Context: an optimization exercise on an open-source flow, tuned for a short achievable clock period and few clock cycles. The choices shown serve that exercise and are no tape-out recipe.
No run shown here included a check of the RTL's function; only the layout flow was run.
Power and IR drop assume default switching activity.

===== flow/config.mk =====
export PLATFORM = sky130hd
export DESIGN_NAME = mips
export DESIGN_NICKNAME = mips
export VERILOG_FILES = /design/flow/design.v
export SDC_FILE = /design/flow/constraint.sdc
export NUM_CORES = 4
export LEC_CHECK = 0
export ABC_CLOCK_PERIOD_IN_PS = 2500
export CAP_MARGIN = 20
export CORE_MARGIN = 2
export CORE_UTILIZATION = 40
export SETUP_SLACK_MARGIN = 5
export SLEW_MARGIN = 20

===== flow/constraint.sdc =====
create_clock -name core_clock -period 10.5 [get_ports {clk}]
set_input_delay 2.1000 -clock core_clock [delete_from_list [all_inputs] [get_ports {clk}]]
set_output_delay 2.1000 -clock core_clock [all_outputs]
set_load 0.01 [all_outputs]

===== flow/design.v =====
module mips(input         clk, reset,
            output [31:0] pc,
            input  [31:0] instr,
            output        memwrite,
            output [31:0] memaddr,
            output [31:0] memwritedata,
            input  [31:0] memreaddata);
  reg [31:0] pc_f;
  reg        v_d;
  reg [31:0] ir_d, pcp4_d;
  reg [31:0] a_e, t_e, imm_e, tgt_e;
  reg        fa_m_e, fa_w_e, fa_r_e;           
  reg        ft_m_e, ft_w_e, ft_r_e;           
  reg        fb_m_e, fb_w_e, fb_r_e, fb_i_e;   
  reg        s_add_e, s_sub_e, s_and_e, s_or_e, s_slt_e;
  reg        we_e, mw_e, ld_e, cbeq_e;
  reg [4:0]  rd_e;
  reg [31:0] alu_m, wd_m;
  reg        we_m, mw_m, ld_m;
  reg [4:0]  rd_m;
  reg [31:0] res_w;
  reg        we_w;
  reg [4:0]  rd_w;
  reg [31:0] rf [1:31];
  assign pc = pc_f;
  wire [31:0] pcp4_f = pc_f + 32'd4;
  wire [5:0] op = ir_d[31:26];
  wire [5:0] fn = ir_d[5:0];
  wire [4:0] rs = ir_d[25:21];
  wire [4:0] rt = ir_d[20:16];
  wire [4:0] rdf = ir_d[15:11];
  wire is_r    = (op == 6'b000000);
  wire is_lw   = (op == 6'b100011);
  wire is_sw   = (op == 6'b101011);
  wire is_beq  = (op == 6'b000100);
  wire is_addi = (op == 6'b001000) | (op == 6'b001001);
  wire is_ori  = (op == 6'b001101);
  wire is_lui  = (op == 6'b001111);
  wire is_j    = (op == 6'b000010);
  wire f_add = is_r & (fn[5:1] == 5'b10000);
  wire f_sub = is_r & (fn[5:1] == 5'b10001);
  wire f_and = is_r & (fn == 6'b100100);
  wire f_or  = is_r & (fn == 6'b100101);
  wire f_slt = is_r & (fn == 6'b101010);
  wire ubeq = is_beq & (rs == rt);             
  wire cbeq = is_beq & (rs != rt);             
  wire use_rs = is_r | is_lw | is_sw | cbeq | is_addi | is_ori | is_lui;
  wire use_rt = is_r | is_sw | cbeq;
  wire use_imm = is_lw | is_sw | is_addi | is_ori | is_lui;
  wire [4:0] dst = is_r ? rdf : rt;
  wire writes = (is_r | is_lw | is_addi | is_ori | is_lui) & (dst != 5'd0);
  wire [31:0] sext = {{16{ir_d[15]}}, ir_d[15:0]};
  wire [31:0] imm_d = is_lui ? {ir_d[15:0], 16'h0} :
                      is_ori ? {16'h0, ir_d[15:0]} : sext;
  wire [31:0] btgt_d = pcp4_d + {sext[29:0], 2'b00};
  wire [31:0] jtgt_d = {pcp4_d[31:28], ir_d[25:0], 2'b00};
  wire [31:0] rf_rs = (rs == 5'd0) ? 32'h0 : (we_w & (rd_w == rs)) ? res_w : rf[rs];
  wire [31:0] rf_rt = (rt == 5'd0) ? 32'h0 : (we_w & (rd_w == rt)) ? res_w : rf[rt];
  wire rs_e = we_e & (rd_e == rs);
  wire rs_m = we_m & (rd_m == rs);
  wire rt_e = we_e & (rd_e == rt);
  wire rt_m = we_m & (rd_m == rt);
  wire stall_h = v_d & ld_e & ((use_rs & rs_e) | (use_rt & rt_e));
  wire [31:0] fa = ({32{fa_m_e}} & alu_m) | ({32{fa_w_e}} & res_w) | ({32{fa_r_e}} & a_e);
  wire [31:0] ft = ({32{ft_m_e}} & alu_m) | ({32{ft_w_e}} & res_w) | ({32{ft_r_e}} & t_e);
  wire [31:0] fb = ({32{fb_m_e}} & alu_m) | ({32{fb_w_e}} & res_w) | ({32{fb_r_e}} & t_e) |
                   ({32{fb_i_e}} & imm_e);
  wire [31:0] sum  = fa + fb;
  wire [31:0] diff = fa - fb;
  wire [31:0] alu  = ({32{s_add_e}} & sum) | ({32{s_sub_e}} & diff) |
                     ({32{s_and_e}} & (fa & fb)) | ({32{s_or_e}} & (fa | fb)) |
                     {31'h0, s_slt_e & diff[31]};
  wire ex_redirect = cbeq_e & (fa == ft);
  wire id_redirect = v_d & (is_j | ubeq);
  wire stall = stall_h & ~ex_redirect;
  wire flush_d = ex_redirect | id_redirect;    
  wire bubble_e = ex_redirect | stall_h | ~v_d;
  assign memaddr = alu_m;
  assign memwritedata = wd_m;
  assign memwrite = mw_m;
  always @(posedge clk or posedge reset)
    if (reset) begin
      pc_f <= 32'h0;
      v_d <= 1'b0;
      we_e <= 1'b0; mw_e <= 1'b0; ld_e <= 1'b0; cbeq_e <= 1'b0;
      we_m <= 1'b0; mw_m <= 1'b0;
      we_w <= 1'b0;
    end else begin
      if (ex_redirect)      pc_f <= tgt_e;
      else if (stall)       pc_f <= pc_f;
      else if (id_redirect) pc_f <= is_j ? jtgt_d : btgt_d;
      else                  pc_f <= pcp4_f;
      if (flush_d)    v_d <= 1'b0;
      else if (!stall) v_d <= 1'b1;
      we_e   <= ~bubble_e & writes;
      mw_e   <= ~bubble_e & is_sw;
      ld_e   <= ~bubble_e & is_lw;
      cbeq_e <= ~bubble_e & cbeq;
      we_m <= we_e;
      mw_m <= mw_e;
      we_w <= we_m;
    end
  always @(posedge clk) begin
    if (!stall) begin
      ir_d   <= instr;
      pcp4_d <= pcp4_f;
    end
    a_e   <= rf_rs;
    t_e   <= rf_rt;
    imm_e <= imm_d;
    tgt_e <= btgt_d;
    rd_e  <= dst;
    fa_m_e <= rs_e;
    fa_w_e <= ~rs_e & rs_m;
    fa_r_e <= ~rs_e & ~rs_m;
    ft_m_e <= rt_e;
    ft_w_e <= ~rt_e & rt_m;
    ft_r_e <= ~rt_e & ~rt_m;
    fb_m_e <= ~use_imm & rt_e;
    fb_w_e <= ~use_imm & ~rt_e & rt_m;
    fb_r_e <= ~use_imm & ~rt_e & ~rt_m;
    fb_i_e <= use_imm;
    s_add_e <= f_add | is_lw | is_sw | is_addi | is_lui;
    s_sub_e <= f_sub;
    s_and_e <= f_and;
    s_or_e  <= f_or | is_ori;
    s_slt_e <= f_slt;
    alu_m <= alu;
    wd_m  <= ft;
    ld_m  <= ld_e;
    rd_m  <= rd_e;
    res_w <= ld_m ? memreaddata : alu_m;
    rd_w  <= rd_m;
    if (we_w) rf[rd_w] <= res_w;
  end
endmodule

===== flow/run.sh =====
#!/bin/bash
# synth_recipe.tcl (not shown) runs the flow's synth.tcl, then flattens the netlist and writes it again
# the make line also repeats each setting of config.mk as NAME=value (left out here)
make -C /OpenROAD-flow-scripts/flow DESIGN_CONFIG=/design/flow/config.mk WORK_HOME=/design/flow/orfs CLKGATE_MAP_FILE= SYNTH_SCRIPT=/design/flow/synth_recipe.tcl finish

==> results.txt, run 1 <==
Input and output buffers added on the ports amount to 162. The global-route met3 utilization came out at 0.0471. The total standard cell area after synthesis came out at 0.0656 mm2. The worst setup path is captured at a flop. The clock network fraction of design power is 0.345.

The number of gates resized after CTS was 0. The part of the Yosys area used for sequential elements came out at 0.576. The clock sink count came out at 1351. The multiplexer share of the synthesized area came out at 0.195. The number of setup buffers added after CTS is 0. Of the total synthesized cell area, the portion taken by AND, OR, NAND and NOR gates is 0.0539. In the finished design, the share of the clock period the worst path needs comes to 0.443. A synthesized cell averages 14.3 um2. The most used standard cell by instance count after synthesis is sky130_fd_sc_hd__edfxtp_1.

Yosys mapped the design onto 86 distinct sky130hd cell types. The count of final max-slew check failures is 0. The startpoint kind of the worst setup timing path is a flop. The height of the die is 409 um. The count of max-cap constraint violations came out at 0. The number of I/O pins came out at 163.

In this run the worst path has a maximum fanout of 36. The post-synthesis share of cell area spent on xor and xnor gates came out at 0.0183. The worst hold path class is flop to flop. The flop-to-flop setup slack is 5850 ps. The setup-violating endpoint count in the final report came out at 0. Yosys mapped a number of flops with a built-in enable equal to 1056.

The number of antenna violations at the first check in global routing came out at 7. The met2 global-route usage is 0.421. The first global-routing pass estimated 315000 um of wire. After synthesis, the most frequently instantiated cells are sky130_fd_sc_hd__edfxtp_1, sky130_fd_sc_hd__mux4_2, sky130_fd_sc_hd__a21oi_1, sky130_fd_sc_hd__nor2_1, sky130_fd_sc_hd__dfxtp_1. The switching share of power came out at 0.290. The number of H-tree levels came out at 4. The overall die width is 409 um.

Setup repair after global routing left no endpoint under its margin. The area fraction in compound gates after synthesis came out at 0.101. The layout filler cell count came out at 14200. The net total in the final layout is 4873. Of the total power, registers draw 0.464. The placer's final routability congestion estimate is 0.947. For this run, the total global-route usage over all layers was measured as 0.260. The top-area cell type share of the netlist area is 0.483. The final clock skew is 27.8 ps. The count of mapped cells out of synthesis is 4574. In this run the critical register-to-register path is captured at alu_m[28]$_DFF_P_. The die covers 0.167 mm2. The largest single stage delay on the critical path is 680 ps. The buffer levels on the longest clock path is 3. The worst hold path begins at pcp4_d[1]$_DFFE_PP_. The worst ir drop on vdd came out at 0.000189 V.

The ratio of cells with drive above 1 in the final layout came out at 0.198. The number of diodes came out at 0. Based on the critical path, the design can be clocked at up to 215 MHz. The final cell count without fillers is 6971. The setup TNS is 0 ps. The finished cells cover 0.0745 mm2. The end of the worst hold path is tgt_e[1]$_DFF_P_. The tightest hold path in the finished design has a slack of 385 ps. Entering global routing, the biggest net connects 118 pins. The post-synthesis sequential element count is 1351.

For this design the ratio of total power to cell area is 193 mW/mm2. The initial utilization of the core area, before any placement, comes to 0.403. Clock-pin slew was measured on the worst setup and hold paths at 60 ps. The number of nets produced by synthesis is 4769. For this run, the number of Yosys warnings is 1. The clock tree root driver cell is sky130_fd_sc_hd__clkbuf_16.

The transition at the pin with the smallest max-transition slack is 1130 ps. Measured in cells, the most critical reg-to-reg path has a length of 13. The via count normalized by instance count came out at 6.30.

From synthesis to final layout, the design area changed by 13.5%. The proportion of power drawn by combinational gates is 0.191. The leakage component of the power is 0.0258 uW. The final routed wire length divided by cell count came out at 31.7 um.

The total placed cells including tap cells is 6705. The run finished with no timing, DRC or antenna violations. Summed over all nets, the half-perimeter wirelength after detailed placement is 133000 um. The internal power came out at 10200 uW.

The via count of the first global-routing pass came out at 43900. The DRC violation count after routing is 0. The synthesized design spends more area on one cell type than any other, namely sky130_fd_sc_hd__edfxtp_1. The count of nets left with antenna violations once routing finished came out at 0. Summed over all layers, the global routing overflow is 0.

The quantity of hold-fixing buffers added after cts came out at 0. The proportion of register bits with asynchronous set or reset after synthesis came out at 0.0296. The critical path class is flop to flop. The core outline area is 0.163 mm2. TritonCTS built the clock tree.

The critical path's slowest cell is sky130_fd_sc_hd__a222oi_1. In this run the power spent charging and discharging nets is 4170 uW. The first-pass iteration count of the detailed router is 11. The minimum clock period is 4650 ps. The worst register-to-register path begins at res_w[4]$_DFF_P_.

Across all layers, the routed design uses 43900 vias. The clock latency reported for the late side of the worst-skew pair came out at 790 ps. After the first detailed-routing iteration, the DRC count stood at 5862. By area the synthesized netlist is led by sky130_fd_sc_hd__edfxtp_1, sky130_fd_sc_hd__mux4_2, sky130_fd_sc_hd__dfxtp_1, sky130_fd_sc_hd__mux2i_1, sky130_fd_sc_hd__a21oi_1.

In this run the core area contains 148 standard-cell rows. The layer flagged by global routing as most heavily used is met2. Measured against its own limit, the worst slew margin works out to 0.240.

For this run, the leading register cell type out of synthesis is sky130_fd_sc_hd__edfxtp_1. For this run, global-route usage on met1 was measured as 0.341. The required time of the worst setup path came out at 11220 ps. By area, the combinational part of the netlist is dominated by multiplexers. The critical path goes through a222oi_1 > inv_1 > ha_1 > nor3_1 > a221oi_1 > nor3_1 > o32ai_2 > o21ai_1 > a221oi_1 > and2_1 > o221ai_1 > and3_1 > a22oi_1. The final design utilization is 0.457. The final count of hold timing violations came out at 0. The wire length reported by the detailed router came out at 221000 um. The endpoint arrival time on the critical path is 5360 ps. The number of clock buffers inserted by TritonCTS came out at 145. The worst hold path passes through 0 cells. The cell area after placement came out at 0.0699 mm2. Of the total synthesized cell area, the portion taken by full adders, half adders and majority gates is 0.0249.
## cells by family after synthesis
| kind of cell | Yosys count |
|---|---|
| xor+xnor | 137 |
| fa+ha+maj | 129 |
| compound gates | 991 |
| simple gates | 756 |
| buf+inv | 484 |
| mux | 726 |
| flops | 1351 |
## power groups by stage
stage                     clock network, uW  registers, uW  logic, uW
final                                  4970           6660       2740
after CTS                              5030           6660       2720
after detailed placement                  0           6770       2710
after global placement                    0           6760       2700
after floorplan                           0           6740       1610
after global routing                   5230           6690       2960
## worst max-delay path, delay by kind of cell (launching register included)
kind            cells  cell delay (ps)
compound gates      7             2540
fa+ha+maj           1              480
buf+inv             1              140
flops               1              660
simple gates        4              750
## area by class of cell
class / instances / area [um2] / area share
flip-flops and latches: 1351 / 37800 / 0.508
inverters: 153 / 576 / 0.00773
well taps: 2175 / 2720 / 0.0365
repair buffers: 288 / 2690 / 0.0361
multi-input cells: 2739 / 26100 / 0.350
clock buffers: 193 / 4010 / 0.0538
clock inverters: 72 / 559 / 0.00751
## sequential cells by signal (all words and copies together), names as in the netlist, 5 cells and up
register,count
res_w,32
rd_m,5
ir_d,32
pc_f,32
pcp4_d,32
imm_e,32
alu_m,32
tgt_e,32
rf,992
wd_m,32
rd_w,5
rd_e,5
t_e,32
a_e,32
## per-stage QoR
stage / setup WS, ps / total power [uW]
floorplan: 5930 / 8350
global placement: 5740 / 9460
detailed placement: 5720 / 9480
CTS: 5690 / 14400
global route: 5510 / 14900
finish: 5850 / 14400
## metal layers
layer | part of all wire | routed length [um]
met5 | 0.00024 | 53
met4 | 0.046 | 10100
met3 | 0.079 | 17500
met2 | 0.48 | 106000
met1 | 0.39 | 87100
## how the worst max path moves through the flow
stage | startpoint | endpoint | slack (ps) | cells past startpoint
after floorplan | res_w[1]$_DFF_P_ | pc_f[28]$_DFFE_PP0P_ | 5930 | 11
after global placement | res_w[0]$_DFF_P_ | alu_m[26]$_DFF_P_ | 5740 | 13
after detailed placement | res_w[0]$_DFF_P_ | alu_m[26]$_DFF_P_ | 5720 | 13
after CTS | res_w[0]$_DFF_P_ | alu_m[26]$_DFF_P_ | 5690 | 13
after global routing | res_w[4]$_DFF_P_ | alu_m[28]$_DFF_P_ | 5510 | 13
final | res_w[4]$_DFF_P_ | alu_m[28]$_DFF_P_ | 5850 | 13
## layout by cell type (no fill, tap or decap), types with 76 or more instances in the layout
cell type,count
sky130_fd_sc_hd__edfxtp_1,1056
sky130_fd_sc_hd__mux4_2,430
sky130_fd_sc_hd__a21oi_1,340
sky130_fd_sc_hd__dfxtp_1,245
sky130_fd_sc_hd__nor2_1,225
sky130_fd_sc_hd__mux2i_1,190
sky130_fd_sc_hd__nand2_1,172
sky130_fd_sc_hd__clkdlybuf4s50_1,162
sky130_fd_sc_hd__inv_1,150
sky130_fd_sc_hd__clkbuf_16,150
sky130_fd_sc_hd__o21ai_0,140
sky130_fd_sc_hd__ha_1,126
sky130_fd_sc_hd__buf_4,115
sky130_fd_sc_hd__mux2_2,106
sky130_fd_sc_hd__nor3_1,96
sky130_fd_sc_hd__xnor2_1,83
sky130_fd_sc_hd__a221oi_1,76
==> run 2: changes to the inputs <==
--- a/flow/design.v
+++ b/flow/design.v
@@ -22,8 +22,34 @@
   reg        we_w;
   reg [4:0]  rd_w;
   reg [31:0] rf [1:31];
+  localparam NB = 8;
+  reg [NB-1:0] bv;
+  reg [29:0]   btag [0:NB-1];
+  reg [31:0]   btgt [0:NB-1];
+  reg [31:0]   bword [0:NB-1];
+  reg [2:0]    bptr;
+  reg          pred_d, jpre_d;
+  reg          wdl_e;                        
+  reg [2:0]    pidx_d;
+  reg [31:0]   pword_d;
   assign pc = pc_f;
   wire [31:0] pcp4_f = pc_f + 32'd4;
+  reg  [NB-1:0] bhit;
+  reg  [31:0]   phit_tgt, phit_word;
+  reg  [2:0]    phit_idx;
+  integer k;
+  always @(*) begin
+    phit_tgt = 32'h0; phit_word = 32'h0; phit_idx = 3'd0;
+    for (k = 0; k < NB; k = k + 1) begin
+      bhit[k] = bv[k] & (btag[k] == pc_f[31:2]);
+      phit_tgt  = phit_tgt  | ({32{bhit[k]}} & btgt[k]);
+      phit_word = phit_word | ({32{bhit[k]}} & bword[k]);
+      phit_idx  = phit_idx  | ({3{bhit[k]}} & k[2:0]);
+    end
+  end
+  wire pred_f = |bhit;
+  wire jpre_f = (instr[31:26] == 6'b000010) & ~pred_f;
+  wire [31:0] jtgt_f = {pcp4_f[31:28], instr[25:0], 2'b00};
   wire [5:0] op = ir_d[31:26];
   wire [5:0] fn = ir_d[5:0];
   wire [4:0] rs = ir_d[25:21];
@@ -60,7 +86,8 @@
   wire rs_m = we_m & (rd_m == rs);
   wire rt_e = we_e & (rd_e == rt);
   wire rt_m = we_m & (rd_m == rt);
-  wire stall_h = v_d & ld_e & ((use_rs & rs_e) | (use_rt & rt_e));
+  wire wdl = is_sw & ld_e & rt_e;              
+  wire stall_h = v_d & ld_e & ((use_rs & rs_e) | (use_rt & ~is_sw & rt_e));
   wire [31:0] fa = ({32{fa_m_e}} & alu_m) | ({32{fa_w_e}} & res_w) | ({32{fa_r_e}} & a_e);
   wire [31:0] ft = ({32{ft_m_e}} & alu_m) | ({32{ft_w_e}} & res_w) | ({32{ft_r_e}} & t_e);
   wire [31:0] fb = ({32{fb_m_e}} & alu_m) | ({32{fb_w_e}} & res_w) | ({32{fb_r_e}} & t_e) |
@@ -71,7 +98,10 @@
                      ({32{s_and_e}} & (fa & fb)) | ({32{s_or_e}} & (fa | fb)) |
                      {31'h0, s_slt_e & diff[31]};
   wire ex_redirect = cbeq_e & (fa == ft);
-  wire id_redirect = v_d & (is_j | ubeq);
+  wire uncond = is_j | ubeq;
+  wire pred_ok = pred_d & (ir_d == pword_d);
+  wire id_redirect = v_d & (pred_d ? ~pred_ok : (uncond & ~jpre_d));
+  wire btb_wr = v_d & uncond & ~pred_ok & ~jpre_d & ~ex_redirect;
   wire stall = stall_h & ~ex_redirect;
   wire flush_d = ex_redirect | id_redirect;    
   wire bubble_e = ex_redirect | stall_h | ~v_d;
@@ -82,14 +112,22 @@
     if (reset) begin
       pc_f <= 32'h0;
       v_d <= 1'b0;
+      bv <= {NB{1'b0}};
+      bptr <= 3'd0;
       we_e <= 1'b0; mw_e <= 1'b0; ld_e <= 1'b0; cbeq_e <= 1'b0;
       we_m <= 1'b0; mw_m <= 1'b0;
       we_w <= 1'b0;
     end else begin
       if (ex_redirect)      pc_f <= tgt_e;
       else if (stall)       pc_f <= pc_f;
-      else if (id_redirect) pc_f <= is_j ? jtgt_d : btgt_d;
+      else if (id_redirect) pc_f <= ~uncond ? pcp4_d : is_j ? jtgt_d : btgt_d;
+      else if (pred_f)      pc_f <= phit_tgt;
+      else if (jpre_f)      pc_f <= jtgt_f;
       else                  pc_f <= pcp4_f;
+      if (btb_wr) begin
+        bv[pred_d ? pidx_d : bptr] <= 1'b1;
+        if (!pred_d) bptr <= bptr + 3'd1;
+      end
       if (flush_d)    v_d <= 1'b0;
       else if (!stall) v_d <= 1'b1;
       we_e   <= ~bubble_e & writes;
@@ -104,11 +142,21 @@
     if (!stall) begin
       ir_d   <= instr;
       pcp4_d <= pcp4_f;
+      pred_d <= pred_f;
+      jpre_d <= jpre_f;
+      pidx_d <= phit_idx;
+      pword_d <= phit_word;
+    end
+    if (btb_wr) begin
+      btag[pred_d ? pidx_d : bptr]  <= pcp4_d[31:2] - 30'd1;
+      btgt[pred_d ? pidx_d : bptr]  <= is_j ? jtgt_d : btgt_d;
+      bword[pred_d ? pidx_d : bptr] <= ir_d;
     end
     a_e   <= rf_rs;
     t_e   <= rf_rt;
     imm_e <= imm_d;
     tgt_e <= btgt_d;
+    wdl_e <= wdl;
     rd_e  <= dst;
     fa_m_e <= rs_e;
     fa_w_e <= ~rs_e & rs_m;
@@ -126,7 +174,7 @@
     s_or_e  <= f_or | is_ori;
     s_slt_e <= f_slt;
     alu_m <= alu;
-    wd_m  <= ft;
+    wd_m  <= wdl_e ? memreaddata : ft;
     ld_m  <= ld_e;
     rd_m  <= rd_e;
     res_w <= ld_m ? memreaddata : alu_m;
==> flow/flow/run.sh (new file) <==
#!/bin/bash
set -eo pipefail
TARGET_NS=${TARGET_NS:-3.4}
export SETUP_SLACK_MARGIN=$(python3 -c "print(round($FLOW_PERIOD_NS - $TARGET_NS, 3))")
echo "SETUP_SLACK_MARGIN=$SETUP_SLACK_MARGIN" > run_settings.log
cp standard.sh standard_sh.txt
bash standard.sh > standard.log 2>&1
==> flow/standard.sh (new file) <==
#!/bin/bash
# synth_recipe.tcl (not shown) runs the flow's synth.tcl, then flattens the netlist and writes it again
# the make line also repeats each setting of config.mk as NAME=value (left out here)
make -C /OpenROAD-flow-scripts/flow DESIGN_CONFIG=/design/flow/config.mk WORK_HOME=/design/flow/orfs CLKGATE_MAP_FILE= SYNTH_SCRIPT=/design/flow/synth_recipe.tcl "${@:-finish}"
--- a/flow/config.mk
+++ b/flow/config.mk
@@ -9,5 +9,4 @@
 export CAP_MARGIN = 20
 export CORE_MARGIN = 2
 export CORE_UTILIZATION = 40
-export SETUP_SLACK_MARGIN = 5
 export SLEW_MARGIN = 20
removed: flow/run.sh
==> results.txt, run 2 <==
The net total in the final layout came out at 7388. For the final routed database, the setup TNS stands at 0 ps. The required time of the worst setup path came out at 11110 ps. The minimum clock period is 4420 ps. The proportion of register bits with asynchronous set or reset after synthesis came out at 0.0237. The first-iteration detailed-routing DRC count came out at 11100. In the final layout, the multi-input gates occupy 0.0355 mm2. The half-perimeter wire length after placement came out at 203000 um. The count of mapped cells out of synthesis came out at 6395.

Summed over all layers, the global routing overflow is 0. The relative max-transition margin came out at 0.260. In the post-synthesis netlist, the cell with the most instances is sky130_fd_sc_hd__edfxtp_1. By count the netlist is led by sky130_fd_sc_hd__edfxtp_1, sky130_fd_sc_hd__mux4_2, sky130_fd_sc_hd__xnor2_1, sky130_fd_sc_hd__a21oi_1, sky130_fd_sc_hd__nor2_1. The critical path buffer and inverter count is 12.

Among the stages of the critical path, the cell type that occurs most often is sky130_fd_sc_hd__buf_6. The worst ir drop on vdd is 0.000167 V. The layout filler cell count is 19500. The tree built by TritonCTS fans out to 2152 sinks.

The via count of the first global-routing pass came out at 66100. The core outline area came out at 0.241 mm2. In the final layout, the registers with the most flip-flops are rf x992, btgt x256, bword x256. The final routed wire length divided by cell count is 36.3 um.

For this configuration, the core starts out at a cell density of 0.403. In this run the core area contains 180 standard-cell rows. Of all cell types, the one taking the most synthesized area is sky130_fd_sc_hd__edfxtp_1. The endpoint arrival time on the critical path came out at 5040 ps. The maximum number of pins on one net before global-route repair is 54. The register with the highest flop count is rf.

The number of I/O pins is 163. The setup-violating endpoint count in the final report is 0. Based on the critical path, the design can be clocked at up to 226 MHz. The synthesis-to-finish area growth is 26.4%. Walking the worst path, the cells encountered are buf_12 > a222oi_1 > buf_4 > buf_6 > buf_6 > buf_6 > buf_6 > xnor2_4 > nand4_1 > nor4_2 > nand4_1 > or4_4 > nand3_4 > inv_6 > buf_12 > nand2_8 > buf_6 > nor2_4 > buf_12 > buf_4 > buf_16. Summed over all cells, the static leakage comes to 0.0428 uW. The transition at the pin with the smallest max-transition slack came out at 1110 ps.

The average instance area after synthesis is 15.2 um2. Setup repair after global routing could not meet its margin everywhere. The part of the Yosys area used for sequential elements is 0.636.

Leaving out fill and tap cells, the most frequent cell in the layout is sky130_fd_sc_hd__edfxtp_1. The tree is rooted in a sky130_fd_sc_hd__clkbuf_16. The worst setup path is launched from a flop.

The number of nets produced by synthesis came out at 6595. In the synthesized netlist the dominant register cell turns out to be sky130_fd_sc_hd__edfxtp_1. The clock latency reported for the late side of the worst-skew pair is 930 ps. After clock tree synthesis, the clock-pin slew on the worst setup and hold paths is 60 ps. The slowest stage of the critical path belongs to the cell sky130_fd_sc_hd__or4_4.

For this run, the number of Yosys warnings is 1. The quantity of hold-fixing buffers added after cts came out at 0. The footprint of the flip-flops and latches is 0.0620 mm2. Max-cap violations in this run came to 0. The number of antenna violations at the first check in global routing is 21.

The cell area power density came out at 199 mW/mm2. The final count of hold timing violations is 0. The buffer levels on the longest clock path came out at 3.

The total non-filler cell area in the finished layout came out at 0.123 mm2. The run finished with no timing, DRC or antenna violations. For this run, the slowest stage of the critical path takes 710 ps.

The pre-antenna-repair detailed-routing pass consisted of 9 iterations. The number of nets still failing antenna checks after routing came out at 0. Of the available clock period, the critical path in the final layout requires 0.421.

The number of H-tree levels came out at 4. In this run the worst path has a maximum fanout of 7. The flip-flop count of the largest register, all copies and words added is 992. In this design, the largest share of critical-path delay is due to simple AND/OR/NAND/NOR gates.

The first-pass GRT wire length came out at 522000 um. At the end of the flow the core is filled with cells to 0.509. The die covers 0.247 mm2. The total standard cell area after synthesis is 0.0971 mm2. The global-route usage over all layers came out at 0.301. The height of the die came out at 497 um.

The DRC violation count after routing is 0. TritonCTS created 222 clock buffers. The overall die width came out at 497 um. The post-layout worst setup margin is 6080 ps.

The min-delay analysis places its worst path in the category flop to flop. After detailed placement, the total cell area comes to 0.103 mm2. The number of flops mapped to enable cells by yosys is 1845. The overall via count from detail_route is 68800. TritonCTS built the clock tree. The final clock skew is 95.6 ps. The worst setup path is captured at a flop. The synthesized netlist contains 96 unique library cells. The count of final max-slew check failures was 0. Buffers placed on the I/O ports in this run total 162. The final layout contains routed wiring with a total length of 384000 um.

The critical path class is flop to flop. Synthesis inferred 2152 register bits. The placer's final routability congestion estimate is 0.947.

The ratio of cells with drive above 1 in the final layout is 0.308. In the layout the commonest cells are sky130_fd_sc_hd__edfxtp_1, sky130_fd_sc_hd__mux4_2, sky130_fd_sc_hd__buf_4, sky130_fd_sc_hd__xnor2_1, sky130_fd_sc_hd__a21oi_1. The top-area cell type share of the netlist area came out at 0.571.

The via count normalized by instance count is 6.51. The setup slack at placement came out at 4660 ps. After synthesis, the cell types taking the most area are sky130_fd_sc_hd__edfxtp_1, sky130_fd_sc_hd__mux4_2, sky130_fd_sc_hd__dfxtp_1, sky130_fd_sc_hd__xnor2_1, sky130_fd_sc_hd__mux2i_1.
[run 2: cell types whose count changed in the layout (fill, tap and decap cells not counted), moves of 63 or more]
cell                              previous run  this run
sky130_fd_sc_hd__edfxtp_1                 1056      1845
sky130_fd_sc_hd__buf_4                     115       408
sky130_fd_sc_hd__xnor2_1                    83       309
sky130_fd_sc_hd__buf_6                       0       183
sky130_fd_sc_hd__a22oi_1                    69       189
sky130_fd_sc_hd__buf_16                      0       118
sky130_fd_sc_hd__buf_12                     10       126
sky130_fd_sc_hd__nand4_1                    14       126
sky130_fd_sc_hd__clkdlybuf4s50_1           162        65
sky130_fd_sc_hd__clkbuf_16                 150       240
sky130_fd_sc_hd__dfxtp_1                   245       173
sky130_fd_sc_hd__nand2_1                   172       243
sky130_fd_sc_hd__a222oi_1                   64       127
[run 2: worst reg2reg max path, stage by stage (launching register included)]
cell and delay [ps]:
sky130_fd_sc_hd__dfxtp_4 370, sky130_fd_sc_hd__buf_12 160, sky130_fd_sc_hd__a222oi_1 420, sky130_fd_sc_hd__buf_4 180, sky130_fd_sc_hd__buf_6 80, sky130_fd_sc_hd__buf_6 80
sky130_fd_sc_hd__buf_6 80, sky130_fd_sc_hd__buf_6 100, sky130_fd_sc_hd__xnor2_4 130, sky130_fd_sc_hd__nand4_1 130, sky130_fd_sc_hd__nor4_2 350, sky130_fd_sc_hd__nand4_1 200
sky130_fd_sc_hd__or4_4 710, sky130_fd_sc_hd__nand3_4 210, sky130_fd_sc_hd__inv_6 80, sky130_fd_sc_hd__buf_12 130, sky130_fd_sc_hd__nand2_8 80, sky130_fd_sc_hd__buf_6 120
sky130_fd_sc_hd__nor2_4 90, sky130_fd_sc_hd__buf_12 180, sky130_fd_sc_hd__buf_4 150, sky130_fd_sc_hd__buf_16 150
[run 2: routing by layer]
layer  global-route usage  up-vias  share of wire
met5                    0        -       0.000034
met4                0.150        2          0.061
met3               0.0757     1147           0.13
met2                0.458     5249           0.44
met1                0.403    35300           0.37
li1                     -    27100              -
[run 2: cell type report]
cell class,count,area share
inverters,171,0.00553
diodes,11,0.000224
flip-flops and latches,2152,0.505
repair buffers,983,0.106
multi-input cells,3658,0.289
well taps,3185,0.0325
clock inverters,134,0.0130
clock buffers,276,0.0476
[run 2: metrics by stage]
stage               power, uW  hold slack (ps)  std cells
global placement        15000              349       9532
detailed placement      15100              354       9532
floorplan               13100              331       6395
global route            25000              386      10600
CTS                     24000              378      10400
finish                  24400              377      10600
[run 2: where the power goes]
part           internal (uW)  switching [uW]  total [uW]
Combinational           2190            3320        5510
Clock                   4570            3530        8100
Sequential             10200             589       10800
Total                  17000            7440       24400
[run 2: cell families (layout without fill, tap and decap cells)]
logic type	count (synthesis)	in the layout	synth area share
buf+inv	602	1564	0.0250
xor+xnor	436	436	0.0393
other cells	0	11	0
flops	2152	2152	0.636
simple gates	1084	1101	0.0542
mux	802	802	0.141
compound gates	1185	1185	0.0860
fa+ha+maj	134	134	0.0175
[run 2: worst paths after layout]
| check | from | cells after the start | slack [ps] | endpoint |
|---|---|---|---|---|
| max | fa_m_e$_DFF_P_ | 21 | 6080 | btgt[6][21]$_DFFE_PP_ |
| min | pcp4_d[1]$_DFFE_PP_ | 0 | 380 | tgt_e[1]$_DFF_P_ |
| max reg2reg | fa_m_e$_DFF_P_ | 21 | 6080 | btgt[6][21]$_DFFE_PP_ |
| min reg2reg | pcp4_d[1]$_DFFE_PP_ | 0 | 380 | tgt_e[1]$_DFF_P_ |
| max in group asynchronous | reset | 3 | 7830 | pc_f[25]$_DFFE_PP0P_ |
| min in group asynchronous | reset | 3 | 1790 | mw_m$_DFF_PP0_ |
[run 2: timing repair]
item | 4_1_cts | 5_1_grt
gates resized for setup | 1265 | 264
pin swaps | 130 | 104
setup buffers | 382 | 87
cloned | 124 | 24
setup endpoints to repair | 1309 | 1176
==> run 3: changes to the inputs <==
--- a/flow/design.v
+++ b/flow/design.v
@@ -15,7 +15,8 @@
   reg        s_add_e, s_sub_e, s_and_e, s_or_e, s_slt_e;
   reg        we_e, mw_e, ld_e, cbeq_e;
   reg [4:0]  rd_e;
-  reg [31:0] alu_m, wd_m;
+  reg [31:0] alu_m, wd_m, maddr_m;
+  reg        el_e;                           
   reg        we_m, mw_m, ld_m;
   reg [4:0]  rd_m;
   reg [31:0] res_w;
@@ -87,6 +88,8 @@
   wire rt_e = we_e & (rd_e == rt);
   wire rt_m = we_m & (rd_m == rt);
   wire wdl = is_sw & ld_e & rt_e;              
+  wire memop_e = ld_e | mw_e;
+  wire el = is_lw & (rs == 5'd0) & ~memop_e;
   wire stall_h = v_d & ld_e & ((use_rs & rs_e) | (use_rt & ~is_sw & rt_e));
   wire [31:0] fa = ({32{fa_m_e}} & alu_m) | ({32{fa_w_e}} & res_w) | ({32{fa_r_e}} & a_e);
   wire [31:0] ft = ({32{ft_m_e}} & alu_m) | ({32{ft_w_e}} & res_w) | ({32{ft_r_e}} & t_e);
@@ -94,18 +97,18 @@
                    ({32{fb_i_e}} & imm_e);
   wire [31:0] sum  = fa + fb;
   wire [31:0] diff = fa - fb;
-  wire [31:0] alu  = ({32{s_add_e}} & sum) | ({32{s_sub_e}} & diff) |
+  wire [31:0] alu  = ({32{el_e}} & memreaddata) | ({32{s_add_e}} & sum) | ({32{s_sub_e}} & diff) |
                      ({32{s_and_e}} & (fa & fb)) | ({32{s_or_e}} & (fa | fb)) |
                      {31'h0, s_slt_e & diff[31]};
   wire ex_redirect = cbeq_e & (fa == ft);
   wire uncond = is_j | ubeq;
   wire pred_ok = pred_d & (ir_d == pword_d);
   wire id_redirect = v_d & (pred_d ? ~pred_ok : (uncond & ~jpre_d));
-  wire btb_wr = v_d & uncond & ~pred_ok & ~jpre_d & ~ex_redirect;
+  wire btb_wr = v_d & uncond & ~pred_ok & ~jpre_d;
   wire stall = stall_h & ~ex_redirect;
   wire flush_d = ex_redirect | id_redirect;    
   wire bubble_e = ex_redirect | stall_h | ~v_d;
-  assign memaddr = alu_m;
+  assign memaddr = maddr_m;
   assign memwritedata = wd_m;
   assign memwrite = mw_m;
   always @(posedge clk or posedge reset)
@@ -114,7 +117,7 @@
       v_d <= 1'b0;
       bv <= {NB{1'b0}};
       bptr <= 3'd0;
-      we_e <= 1'b0; mw_e <= 1'b0; ld_e <= 1'b0; cbeq_e <= 1'b0;
+      we_e <= 1'b0; mw_e <= 1'b0; ld_e <= 1'b0; cbeq_e <= 1'b0; el_e <= 1'b0;
       we_m <= 1'b0; mw_m <= 1'b0;
       we_w <= 1'b0;
     end else begin
@@ -132,7 +135,8 @@
       else if (!stall) v_d <= 1'b1;
       we_e   <= ~bubble_e & writes;
       mw_e   <= ~bubble_e & is_sw;
-      ld_e   <= ~bubble_e & is_lw;
+      ld_e   <= ~bubble_e & is_lw & ~el;
+      el_e   <= ~bubble_e & el;
       cbeq_e <= ~bubble_e & cbeq;
       we_m <= we_e;
       mw_m <= mw_e;
@@ -168,12 +172,13 @@
     fb_w_e <= ~use_imm & ~rt_e & rt_m;
     fb_r_e <= ~use_imm & ~rt_e & ~rt_m;
     fb_i_e <= use_imm;
-    s_add_e <= f_add | is_lw | is_sw | is_addi | is_lui;
+    s_add_e <= f_add | (is_lw & ~el) | is_sw | is_addi | is_lui;
     s_sub_e <= f_sub;
     s_and_e <= f_and;
     s_or_e  <= f_or | is_ori;
     s_slt_e <= f_slt;
     alu_m <= alu;
+    maddr_m <= (~bubble_e & el) ? sext : sum;
     wd_m  <= wdl_e ? memreaddata : ft;
     ld_m  <= ld_e;
     rd_m  <= rd_e;
==> flow/flow/run.sh (replaced) <==
#!/bin/bash
set -eo pipefail
TARGET_NS=${TARGET_NS:-3.3}
export SETUP_SLACK_MARGIN=$(python3 -c "print(round($FLOW_PERIOD_NS - $TARGET_NS, 3))")
echo "SETUP_SLACK_MARGIN=$SETUP_SLACK_MARGIN" > run_settings.log
cp standard.sh standard_sh.txt
bash standard.sh > standard.log 2>&1
--- a/flow/config.mk
+++ b/flow/config.mk
@@ -8,5 +8,5 @@
 export ABC_CLOCK_PERIOD_IN_PS = 2500
 export CAP_MARGIN = 20
 export CORE_MARGIN = 2
-export CORE_UTILIZATION = 40
+export CORE_UTILIZATION = 55
 export SLEW_MARGIN = 20
==> results.txt, run 3 <==
The flow ran to the end and the layout has no timing, DRC or antenna violations. In the final layout, the share of cells above drive strength 1 is 0.317. The wire length reported by the detailed router is 386000 um. Hold timing on the final database bottoms out at a slack of 380 ps. Leaving out fill and tap cells, the most frequent cell in the layout is sky130_fd_sc_hd__edfxtp_1. The first-pass GRT wire length came out at 516000 um. In this run the power spent charging and discharging nets is 7390 uW. The via count normalized by instance count came out at 7.08. The total met3 wirelength after detailed routing came out at 45000 um.

The flop-to-flop setup slack came out at 6650 ps. sky130_fd_sc_hd__edfxtp_1 takes more of the synthesized area than any other cell. The first-pass iteration count of the detailed router is 13.

The buffer levels on the longest clock path came out at 3. The amount of wire on met2 after detailed routing came out at 174000 um. The number of different library cells used by synthesis comes to 94. The largest registers in the layout are rf x992, btgt x256, bword x256.

The H-tree was split into 4 levels. The overall die area came out at 0.183 mm2. After technology mapping, the gate count stands at 6565. In this run the critical register-to-register path is captured at maddr_m[31]$_DFF_P_. TritonCTS built the clock tree. The number of I/O pins is 163. The worst hold path cell count came out at 0.

By startpoint and endpoint, the worst setup path is classified as flop to flop. The finished layout holds 9838 standard cells, fillers aside. Ranked by instance count, the synthesized netlist is headed by sky130_fd_sc_hd__edfxtp_1, sky130_fd_sc_hd__mux4_2, sky130_fd_sc_hd__nor2_1, sky130_fd_sc_hd__xnor2_1, sky130_fd_sc_hd__dfxtp_1. Clock tree synthesis selected as its root buffer the cell sky130_fd_sc_hd__clkbuf_16.

The final clock skew came out at 35.2 ps. The die is 428 um wide. The clock latency reported for the late side of the worst-skew pair came out at 890 ps. The first-iteration detailed-routing DRC count came out at 11500.

The proportion of register bits with asynchronous set or reset after synthesis is 0.0238. In this run the top signal layer used is met5. The endpoint arrival time on the critical path is 4620 ps. The placer's final routability congestion estimate came out at 0.948. Derived from the worst setup path, the maximum achievable clock frequency is 259 MHz.

The number of antenna violations at the first check in global routing came to 22. For hold timing, the worst endpoint is tgt_e[0]$_DFF_P_. Counting I/O delays and the setup requirement, the final critical path takes 3850 ps.

The most used standard cell by instance count after synthesis is sky130_fd_sc_hd__edfxtp_1. The post-synthesis sequential element count came out at 2185. Internal power comes to 17200 uW. The DRC violation count after routing came out at 0. Among all flip-flop cells after synthesis, the most frequent one is sky130_fd_sc_hd__edfxtp_1. The maximum fanout encountered on the critical timing path came out at 7.

The switching share of power is 0.301. The sequential share of power came out at 0.443. The count of final max-slew check failures came out at 0. The number of buffer cells added on primary ports came out at 162.

The critical register-to-register path startpoint is fa_m_e$_DFF_P_. The origin of the worst min-delay path is pcp4_d[0]$_DFFE_PN_. The length of routed wiring on met1 is 137000 um.

The clock network fraction of design power came out at 0.320. The total overflow left after global routing is 0. Setup total negative slack on the finished layout was measured at 0 ps. In the finished design, the share of the clock period the worst path needs comes to 0.367. The global-route usage over all layers is 0.402. The overall via count from detail_route is 69700. For this run, the post-layout net count is 7480. The worst ir drop on vdd is 0.000169 V. The row count is 155. Counting flops with a built-in enable in the synthesized netlist gives 1845. The proportion of power drawn by combinational gates came out at 0.237. In this run the static leakage power is 0.0432 uW. The detail route stage leaves a number of antenna-violating nets equal to 0. STA classifies the critical path startpoint as a flop. Detailed placement finished with a half-perimeter wire length of 206000 um. At the pin with the least slew margin, the transition time is 1190 ps.

The final routed wire length divided by cell count came out at 39.2 um. The average instance area after synthesis is 15.1 um2. The flip-flop count of the largest register, all copies and words added came out at 992. For this configuration, the core starts out at a cell density of 0.554. The total placed cells including tap cells came out at 8807. Counting every net in the synthesized netlist gives 6764.

Setup repair after global routing could not meet its margin everywhere. The number of clock buffers inserted by TritonCTS is 221. Entering global routing, the biggest net connects 105 pins. Dividing total power by cell area gives a power density of 201 mW/mm2. The register with the highest flop count is rf. The top-area cell type share of the netlist area came out at 0.559. The count of yosys warnings during synthesis is 1. The final count of hold timing violations is 0. The relative max-transition margin came out at 0.206. From synthesis to final layout, the design area changed by 23.5%. The top cell types in the final layout, fill and taps aside, are sky130_fd_sc_hd__edfxtp_1, sky130_fd_sc_hd__mux4_2, sky130_fd_sc_hd__buf_4, sky130_fd_sc_hd__nor2_1, sky130_fd_sc_hd__xnor2_1. In this run the worst hold path is classified as flop to flop. The layout filler cell count is 12000. The total standard cell area after synthesis is 0.0990 mm2. The height of the die came out at 428 um. In this run the standard cell core region covers 0.179 mm2.

STA classifies the critical path endpoint as a flop. The register clock-pin slew on the reported worst setup and hold paths came out at 70 ps. Ranked by total cell area, the synthesized netlist is headed by sky130_fd_sc_hd__edfxtp_1, sky130_fd_sc_hd__mux4_2, sky130_fd_sc_hd__dfxtp_1, sky130_fd_sc_hd__xnor2_1, sky130_fd_sc_hd__mux2i_1. STA puts the critical path data required time at 11260 ps. The part of the Yosys area used for sequential elements came out at 0.631. The via count of the first global-routing pass is 65400.

The setup-violating endpoint count in the final report is 0. Max-cap violations in this run came to 0. For this design, the sink count on the clock tree is 2185. The count of cells along the worst register-to-register path came out at 17.
run 3: changes by cell type in the layout (fill, tap and decap cells not counted), sizes merged, moves of 33 or more:
cell and change:
a211oi +93, a21oi -71, a22o +68, buf -64
xor2 +58, nor2 +56, nand4 -51, mux2 -42
clkbuf +40, nand2 -34, a221oi +33
run 3: routing by layer:
layer	GRT usage	up-vias
met5	0	-
met4	0.234	14
met2	0.621	5267
li1	-	27600
met3	0.0884	1288
met1	0.529	35500
run 3: timing repair:
item | 4_1_cts | 5_1_grt
endpoints found under the setup margin | 1380 | 1092
gates resized for setup | 1191 | 366
buffers inserted | 397 | 122
hold buffers | 0 | 0
pin swaps | 229 | 214
cloned | 57 | 30
run 3: final cells by class:
cell class | count | area (um2) | share of cell area
antenna | 10 | 25.0 | 0.000205
clock inverter | 105 | 841 | 0.00687
multi-input combinational | 3737 | 37600 | 0.308
clock buffer | 310 | 6340 | 0.0518
timing repair inverter | 4 | 55.1 | 0.000450
tap | 2355 | 2950 | 0.0241
inverter | 203 | 831 | 0.00679
timing repair buffer | 929 | 10900 | 0.0893
sequential | 2185 | 62700 | 0.513
run 3: critical path, cell delays in order, from the launching register on:
cell and delay (ps):
sky130_fd_sc_hd__dfxtp_4 400, sky130_fd_sc_hd__buf_4 170, sky130_fd_sc_hd__buf_16 140, sky130_fd_sc_hd__a222oi_1 310, sky130_fd_sc_hd__buf_4 170, sky130_fd_sc_hd__buf_4 110, sky130_fd_sc_hd__inv_1 80, sky130_fd_sc_hd__ha_4 310
sky130_fd_sc_hd__inv_2 80, sky130_fd_sc_hd__o41ai_4 410, sky130_fd_sc_hd__nor3b_4 320, sky130_fd_sc_hd__o31a_1 240, sky130_fd_sc_hd__a41oi_2 210, sky130_fd_sc_hd__a21oi_2 250, sky130_fd_sc_hd__buf_4 180, sky130_fd_sc_hd__a31oi_2 90
sky130_fd_sc_hd__xor2_1 200, sky130_fd_sc_hd__o21ai_1 70
run 3: kinds of logic (layout without fill, tap and decap cells):
logic type,after synthesis,count (layout),share of synthesized area
compound gates,1237,1237,0.0901
xor+xnor,462,462,0.0409
fa+ha+maj,133,133,0.0170
buf+inv,662,1551,0.0279
flops,2185,2185,0.631
mux,791,791,0.140
other cells,0,10,0
simple gates,1095,1114,0.0532
run 3: power groups by stage:
stage                     clock (uW)  sequential (uW)  combinational [uW]
after floorplan                    0            10800                2510
after global placement             0            11100                4060
after detailed placement           0            11100                4080
after CTS                       7880            10800                5250
after global routing            8210            10900                6010
final                           7860            10900                5820
run 3: worst max path at each step:
stage                                 endpoint               start  depth (start not counted)  slack [ps]
after CTS                    alu_m[30]$_DFF_P_      fa_m_e$_DFF_P_                         15        6710
final                      maddr_m[31]$_DFF_P_      fa_m_e$_DFF_P_                         17        6650
after floorplan           btag[0][0]$_DFFE_PP_  ir_d[30]$_DFFE_PN_                          7        6650
after detailed placement  pc_f[20]$_DFFE_PP0P_   res_w[25]$_DFF_P_                         11        5340
after global placement    pc_f[20]$_DFFE_PP0P_   res_w[25]$_DFF_P_                         11        5270
after global routing         alu_m[27]$_DFF_P_      fa_m_e$_DFF_P_                         17        6590
run 3: metrics by stage:
step	area (um2)	setup slack (ps)	power (uW)	utilization
floorplan	99500	6650	13300	-
global placement	104000	5270	15100	0.581
detailed placement	104000	5340	15200	0.582
CTS	119000	6710	23900	0.666
global route	122000	6590	25100	0.685
finish	122000	6650	24500	0.685
==> run 4: changes to the inputs <==
--- a/flow/design.v
+++ b/flow/design.v
@@ -6,6 +6,7 @@
             output [31:0] memwritedata,
             input  [31:0] memreaddata);
   reg [31:0] pc_f;
+  reg [31:0] pc_o;                           
   reg        v_d;
   reg [31:0] ir_d, pcp4_d;
   reg [31:0] a_e, t_e, imm_e, tgt_e;
@@ -18,6 +19,8 @@
   reg [31:0] alu_m, wd_m, maddr_m;
   reg        el_e;                           
   reg        we_m, mw_m, ld_m;
+  reg        redir;                          
+  reg [31:0] tgt_m;
   reg [4:0]  rd_m;
   reg [31:0] res_w;
   reg        we_w;
@@ -33,7 +36,7 @@
   reg          wdl_e;                        
   reg [2:0]    pidx_d;
   reg [31:0]   pword_d;
-  assign pc = pc_f;
+  assign pc = pc_o;
   wire [31:0] pcp4_f = pc_f + 32'd4;
   reg  [NB-1:0] bhit;
   reg  [31:0]   phit_tgt, phit_word;
@@ -95,19 +98,20 @@
   wire [31:0] ft = ({32{ft_m_e}} & alu_m) | ({32{ft_w_e}} & res_w) | ({32{ft_r_e}} & t_e);
   wire [31:0] fb = ({32{fb_m_e}} & alu_m) | ({32{fb_w_e}} & res_w) | ({32{fb_r_e}} & t_e) |
                    ({32{fb_i_e}} & imm_e);
-  wire [31:0] sum  = fa + fb;
-  wire [31:0] diff = fa - fb;
+  wire [31:0] sum, diff;
+  ksadd add_u (.a(fa), .b(fb),  .cin(1'b0), .y(sum));
+  ksadd sub_u (.a(fa), .b(~fb), .cin(1'b1), .y(diff));
   wire [31:0] alu  = ({32{el_e}} & memreaddata) | ({32{s_add_e}} & sum) | ({32{s_sub_e}} & diff) |
                      ({32{s_and_e}} & (fa & fb)) | ({32{s_or_e}} & (fa | fb)) |
                      {31'h0, s_slt_e & diff[31]};
-  wire ex_redirect = cbeq_e & (fa == ft);
+  wire taken_e = cbeq_e & (fa == ft);
   wire uncond = is_j | ubeq;
   wire pred_ok = pred_d & (ir_d == pword_d);
   wire id_redirect = v_d & (pred_d ? ~pred_ok : (uncond & ~jpre_d));
   wire btb_wr = v_d & uncond & ~pred_ok & ~jpre_d;
-  wire stall = stall_h & ~ex_redirect;
-  wire flush_d = ex_redirect | id_redirect;    
-  wire bubble_e = ex_redirect | stall_h | ~v_d;
+  wire stall = stall_h & ~redir;
+  wire flush_d = redir | id_redirect;          
+  wire bubble_e = redir | stall_h | ~v_d;      
   assign memaddr = maddr_m;
   assign memwritedata = wd_m;
   assign memwrite = mw_m;
@@ -118,10 +122,10 @@
       bv <= {NB{1'b0}};
       bptr <= 3'd0;
       we_e <= 1'b0; mw_e <= 1'b0; ld_e <= 1'b0; cbeq_e <= 1'b0; el_e <= 1'b0;
-      we_m <= 1'b0; mw_m <= 1'b0;
+      we_m <= 1'b0; redir <= 1'b0;
       we_w <= 1'b0;
     end else begin
-      if (ex_redirect)      pc_f <= tgt_e;
+      if (redir)            pc_f <= tgt_m;
       else if (stall)       pc_f <= pc_f;
       else if (id_redirect) pc_f <= ~uncond ? pcp4_d : is_j ? jtgt_d : btgt_d;
       else if (pred_f)      pc_f <= phit_tgt;
@@ -138,12 +142,24 @@
       ld_e   <= ~bubble_e & is_lw & ~el;
       el_e   <= ~bubble_e & el;
       cbeq_e <= ~bubble_e & cbeq;
-      we_m <= we_e;
-      mw_m <= mw_e;
+      we_m <= we_e & ~redir;
+      redir <= taken_e & ~redir;
       we_w <= we_m;
     end
   always @(posedge clk) begin
-    if (!stall) begin
+    if (reset) begin
+      pc_o <= 32'h0;
+      mw_m <= 1'b0;
+    end else begin
+      if (redir)            pc_o <= tgt_m;
+      else if (stall)       pc_o <= pc_f;
+      else if (id_redirect) pc_o <= ~uncond ? pcp4_d : is_j ? jtgt_d : btgt_d;
+      else if (pred_f)      pc_o <= phit_tgt;
+      else if (jpre_f)      pc_o <= jtgt_f;
+      else                  pc_o <= pcp4_f;
+      mw_m <= mw_e & ~redir;
+    end
+    if (!stall_h) begin
       ir_d   <= instr;
       pcp4_d <= pcp4_f;
       pred_d <= pred_f;
@@ -178,6 +194,7 @@
     s_or_e  <= f_or | is_ori;
     s_slt_e <= f_slt;
     alu_m <= alu;
+    tgt_m <= tgt_e;
     maddr_m <= (~bubble_e & el) ? sext : sum;
     wd_m  <= wdl_e ? memreaddata : ft;
     ld_m  <= ld_e;
@@ -187,3 +204,20 @@
     if (we_w) rf[rd_w] <= res_w;
   end
 endmodule
+module ksadd(input  [31:0] a, b,
+             input         cin,
+             output [31:0] y);
+  wire [31:0] p0 = a ^ b;
+  wire [31:0] g0 = (a & b) | {31'h0, p0[0] & cin};
+  wire [31:0] g1, p1, g2, p2, g3, p3, g4, p4, g5, p5;
+  assign g1 = g0 | (p0 & {g0[30:0], 1'b0});
+  assign p1 = p0 & {p0[30:0], 1'b0};
+  assign g2 = g1 | (p1 & {g1[29:0], 2'b0});
+  assign p2 = p1 & {p1[29:0], 2'b0};
+  assign g3 = g2 | (p2 & {g2[27:0], 4'b0});
+  assign p3 = p2 & {p2[27:0], 4'b0};
+  assign g4 = g3 | (p3 & {g3[23:0], 8'b0});
+  assign p4 = p3 & {p3[23:0], 8'b0};
+  assign g5 = g4 | (p4 & {g4[15:0], 16'b0});
+  assign y = p0 ^ {g5[30:0], cin};
+endmodule
==> results.txt, run 4 <==
In the routed layout, each cell is associated on average with a via count of 7.02. Data on the critical path arrives at its endpoint at 4530 ps. When the netlist entered floorplanning its net count stood at 6778. The final design utilization is 0.676. The sequential share of power came out at 0.442. Across the VDD grid, the largest voltage drop is 0.000154 V. More flip-flops sit in one register than any other, and that register is rf.

The first routing iteration left 11500 violations. The clock sink count is 2250. The minimum clock period came out at 3730 ps. Of the total power, the share spent switching nets is 0.293. The count of yosys warnings during synthesis came out at 1. The relative max-transition margin came out at 0.199. The most used standard cell by instance count after synthesis is sky130_fd_sc_hd__edfxtp_1. The ratio of final minimum period to clock period came out at 0.356.

The final count of hold timing violations is 0. The synthesis-to-finish area growth is 21.9%. The largest registers in the layout are rf x992, btgt x256, bword x256. The transition at the pin with the smallest max-transition slack is 1200 ps.

The worst register-to-register path begins at fa_m_e$_DFF_P_. The share of the Yosys chip area taken by registers is 0.636. The wire length reported by the detailed router came out at 378000 um. The total non-filler cell area in the finished layout is 0.122 mm2. The die covers 0.186 mm2. After detailed routing, the number of remaining DRC violations is 0.

The number of I/O pins came out at 163. The layout filler cell count is 12400. The clock latency reported for the late side of the worst-skew pair came out at 890 ps.

The number of clock buffers inserted by TritonCTS came out at 228. The die is 431 um wide. The library cells used most frequently in the layout, excluding fill and tap cells, are sky130_fd_sc_hd__edfxtp_1, sky130_fd_sc_hd__mux4_2, sky130_fd_sc_hd__buf_4, sky130_fd_sc_hd__nand2_1, sky130_fd_sc_hd__dfxtp_1.

The height of the die came out at 431 um. Of all flip-flops after synthesis, the portion carrying an async set or reset was 0.0231. The end of the worst hold path is tgt_m[30]$_DFF_P_. Detailed placement finished with a half-perimeter wire length of 213000 um. The largest total area in the synthesized netlist belongs to sky130_fd_sc_hd__edfxtp_1. Clock skew on the completed layout was measured at 45.0 ps. The worst setup path is of the flop to flop kind. The switching component of the power is 7430 uW. The maximum number of pins on one net before global-route repair is 65.

The final routed wire length divided by cell count came out at 38.6 um. The worst hold slack after final layout came out at 320 ps. The first-pass GRT wire length came out at 510000 um. By area the synthesized netlist is led by sky130_fd_sc_hd__edfxtp_1, sky130_fd_sc_hd__mux4_2, sky130_fd_sc_hd__dfxtp_1, sky130_fd_sc_hd__xnor2_1, sky130_fd_sc_hd__mux2i_1. Row generation in the floorplan step produced 156 rows. The root buffer cell chosen for the clock tree is sky130_fd_sc_hd__clkbuf_16. The proportion of power drawn by combinational gates is 0.223. Summing every instance area after synthesis gives 0.100 mm2. The most used flip-flop cell after synthesis is sky130_fd_sc_hd__edfxtp_1. The worst register-to-register path ends at alu_m[25]$_DFF_P_.

The core outline area is 0.181 mm2. Once detail routing completed, the nets flagged for antenna violations numbered 0. The synthesized netlist contains 95 unique library cells.

For this run, the detailed router's first-pass iteration total came to 12. Setup repair after global routing could not meet its margin everywhere. The net total in the final layout came out at 7433. Counting flops and latches in the post-synthesis netlist gives 2250. The worst hold path class is flop to flop. The startpoint kind of the worst setup timing path is a flop. The leakage component of the power is 0.0431 uW.

The count of mapped cells out of synthesis is 6579. Max-cap violations in this run came to 0. The setup TNS is 0 ps. The number of antenna violations at the first check in global routing is 11.

The overall via count from detail_route came out at 68800. The worst hold path passes through 0 cells. Clock-pin slew was measured on the worst setup and hold paths at 60 ps. The number of hold buffers added after CTS was 0. The commonest cells after synthesis are sky130_fd_sc_hd__edfxtp_1, sky130_fd_sc_hd__mux4_2, sky130_fd_sc_hd__dfxtp_1, sky130_fd_sc_hd__xnor2_1, sky130_fd_sc_hd__nand2_1. For this configuration, the core starts out at a cell density of 0.554. The maximum clock rate is 268 MHz.

The flop-to-flop setup slack is 6770 ps. The number of H-tree levels came out at 4. The number of buffer cells added on primary ports is 162.

Leaving out fill and tap cells, the most frequent cell in the layout is sky130_fd_sc_hd__edfxtp_1. The clock tree from TritonCTS is done. The average instance area after synthesis is 15.2 um2. The top-area cell type share of the netlist area is 0.552. STA classifies the critical path endpoint as a flop.

The placed instances occupy a cell area of 0.106 mm2. The number of flops mapped to enable cells by yosys came out at 1845. The clock passes through at most 3 buffers. Setup violations remaining at the end of the flow were counted as 0. The origin of the worst min-delay path is tgt_e[30]$_DFF_P_. The required time of the worst setup path came out at 11300 ps. The via count of the first global-routing pass was 65000. For this design the ratio of total power to cell area is 207 mW/mm2. The remaining global-route overflow is 0. The global-route usage over all layers came out at 0.395.

In this run the worst path has a maximum fanout of 6. The count of final max-slew check failures came out at 0. The count of cells along the worst register-to-register path came out at 18. The share of total power dissipated in the clock network is 0.335. The placer's final routability congestion estimate is 0.938. The ratio of cells with drive above 1 in the final layout is 0.309.

The flip-flop count of the largest register, all copies and words added is 992. The flow ran to the end and the layout has no timing, DRC or antenna violations. The internal power is 17900 uW.
==> run 4: logic make-up after synthesis <==
logic type / after synthesis / share of synthesized area
muxes: 800 / 0.141
and+or+nand+nor: 1082 / 0.0528
DFF: 2250 / 0.636
xor gates and xnor gates: 453 / 0.0396
adders and majority gates: 133 / 0.0168
AOI/OAI and AO/OA: 1239 / 0.0886
buffers and inverters: 622 / 0.0258
==> run 4: power by group through the flow <==
stage               combinational, uW  clock [uW]  sequential (uW)
floorplan                        2620           0            11200
global placement                 4370           0            11400
detailed placement               4400           0            11400
CTS                              5020        8540            11200
global route                     5900        8880            11200
finish                           5660        8500            11200
==> run 4: worst max-delay path: stages (launching register included) <==
cell	delay, ps
sky130_fd_sc_hd__dfxtp_4	390
sky130_fd_sc_hd__buf_8	160
sky130_fd_sc_hd__buf_4	140
sky130_fd_sc_hd__a222oi_1	300
sky130_fd_sc_hd__buf_4	200
sky130_fd_sc_hd__inv_2	70
sky130_fd_sc_hd__ha_4	260
sky130_fd_sc_hd__a211oi_4	220
sky130_fd_sc_hd__o21bai_2	110
sky130_fd_sc_hd__o211ai_1	200
sky130_fd_sc_hd__buf_4	170
sky130_fd_sc_hd__a31oi_4	110
sky130_fd_sc_hd__o21ai_4	210
sky130_fd_sc_hd__buf_6	120
sky130_fd_sc_hd__a21oi_2	50
sky130_fd_sc_hd__o21a_1	200
sky130_fd_sc_hd__o21a_1	200
sky130_fd_sc_hd__o311a_1	370
sky130_fd_sc_hd__a21oi_2	160
==> run 4: how the worst max path moves through the flow <==
stage / from / to / slack, ps / cells past startpoint
floorplan: ir_d[31]$_DFFE_PN_ / btag[0][0]$_DFFE_PP_ / 6860 / 8
global placement: ir_d[25]$_DFFE_PN_ / maddr_m[18]$_DFF_P_ / 5460 / 14
detailed placement: ir_d[25]$_DFFE_PN_ / maddr_m[15]$_DFF_P_ / 5480 / 14
CTS: fa_m_e$_DFF_P_ / alu_m[0]$_DFF_P_ / 6880 / 16
global route: fa_r_e$_DFF_P_ / alu_m[25]$_DFF_P_ / 6700 / 19
finish: fa_m_e$_DFF_P_ / alu_m[25]$_DFF_P_ / 6770 / 18
==> run 4: through the flow <==
stage | std cells | worst slack [ps] | power (uW)
2_1_floorplan | 6579 | 6860 | 13800
3_3_place_gp | 8893 | 5460 | 15700
3_5_place_dp | 8893 | 5480 | 15800
4_1_cts | 9627 | 6880 | 24700
5_1_grt | 9801 | 6700 | 26000
6_report | 9804 | 6770 | 25400
==> run 4: routing by layer <==
layer  GRT usage  part of all wire
met1       0.542              0.37
met2       0.595              0.44
met3       0.103              0.13
met4       0.181             0.058
met5           0           0.00021
==> run 4: final cells by class <==
type,instances,area (um2),area share
flip-flops and latches,2250,64000,0.523
multi-input cells,3713,37200,0.304
repair buffers,878,9760,0.0798
clock buffers,318,6460,0.0528
well taps,2370,2970,0.0242
clock inverters,109,1340,0.0109
inverters,163,649,0.00531
diodes,3,7.51,0.0000614
==> run 4: timing repair <==
item                                    in CTS  in global routing
buffers inserted                           268                155
pin swaps                                  166                186
resized for setup                         1065                352
cloned                                      39                 19
endpoints found under the setup margin    1390                881

## re-timing with driven ports
The flow's constraints put no driver on any port. The routed layouts listed below were extracted and timed again, unchanged, in two steps. Step 1 (the two cells are an assumption about what drives the block):
set clk [get_ports {clk}]
set_driving_cell -lib_cell sky130_fd_sc_hd__clkbuf_16 $clk
set_driving_cell -lib_cell sky130_fd_sc_hd__buf_2 [delete_from_list [all_inputs] $clk]
Step 2 also shifts input and output timing later by t, the mid clock arrival at the registers, as if the neighbouring blocks saw the same clock. a / b / c = ideal ports / drivers / drivers and shift; a / b = the first two.
| run | t (ns) | slack for setup (ns) | latest minus earliest clock arrival (ns) |
|---|---|---|---|
| run 1 | 0.873 | 5.851 / 5.851 / 5.851 | 0.030 / 0.029 |
| run 2 | 0.958 | 6.076 / 6.076 / 5.905 | 0.109 / 0.110 |
| run 3 | 0.976 | 6.646 / 6.646 / 6.008 | 0.039 / 0.039 |
| run 4 | 0.968 | 6.765 / 6.765 / 6.316 | 0.045 / 0.045 |
After both steps setup and hold are still met in every run listed. For run 3, which loses most, drivers alone change the setup slack by 0.000 ns; drivers and shift together by -0.638 ns.
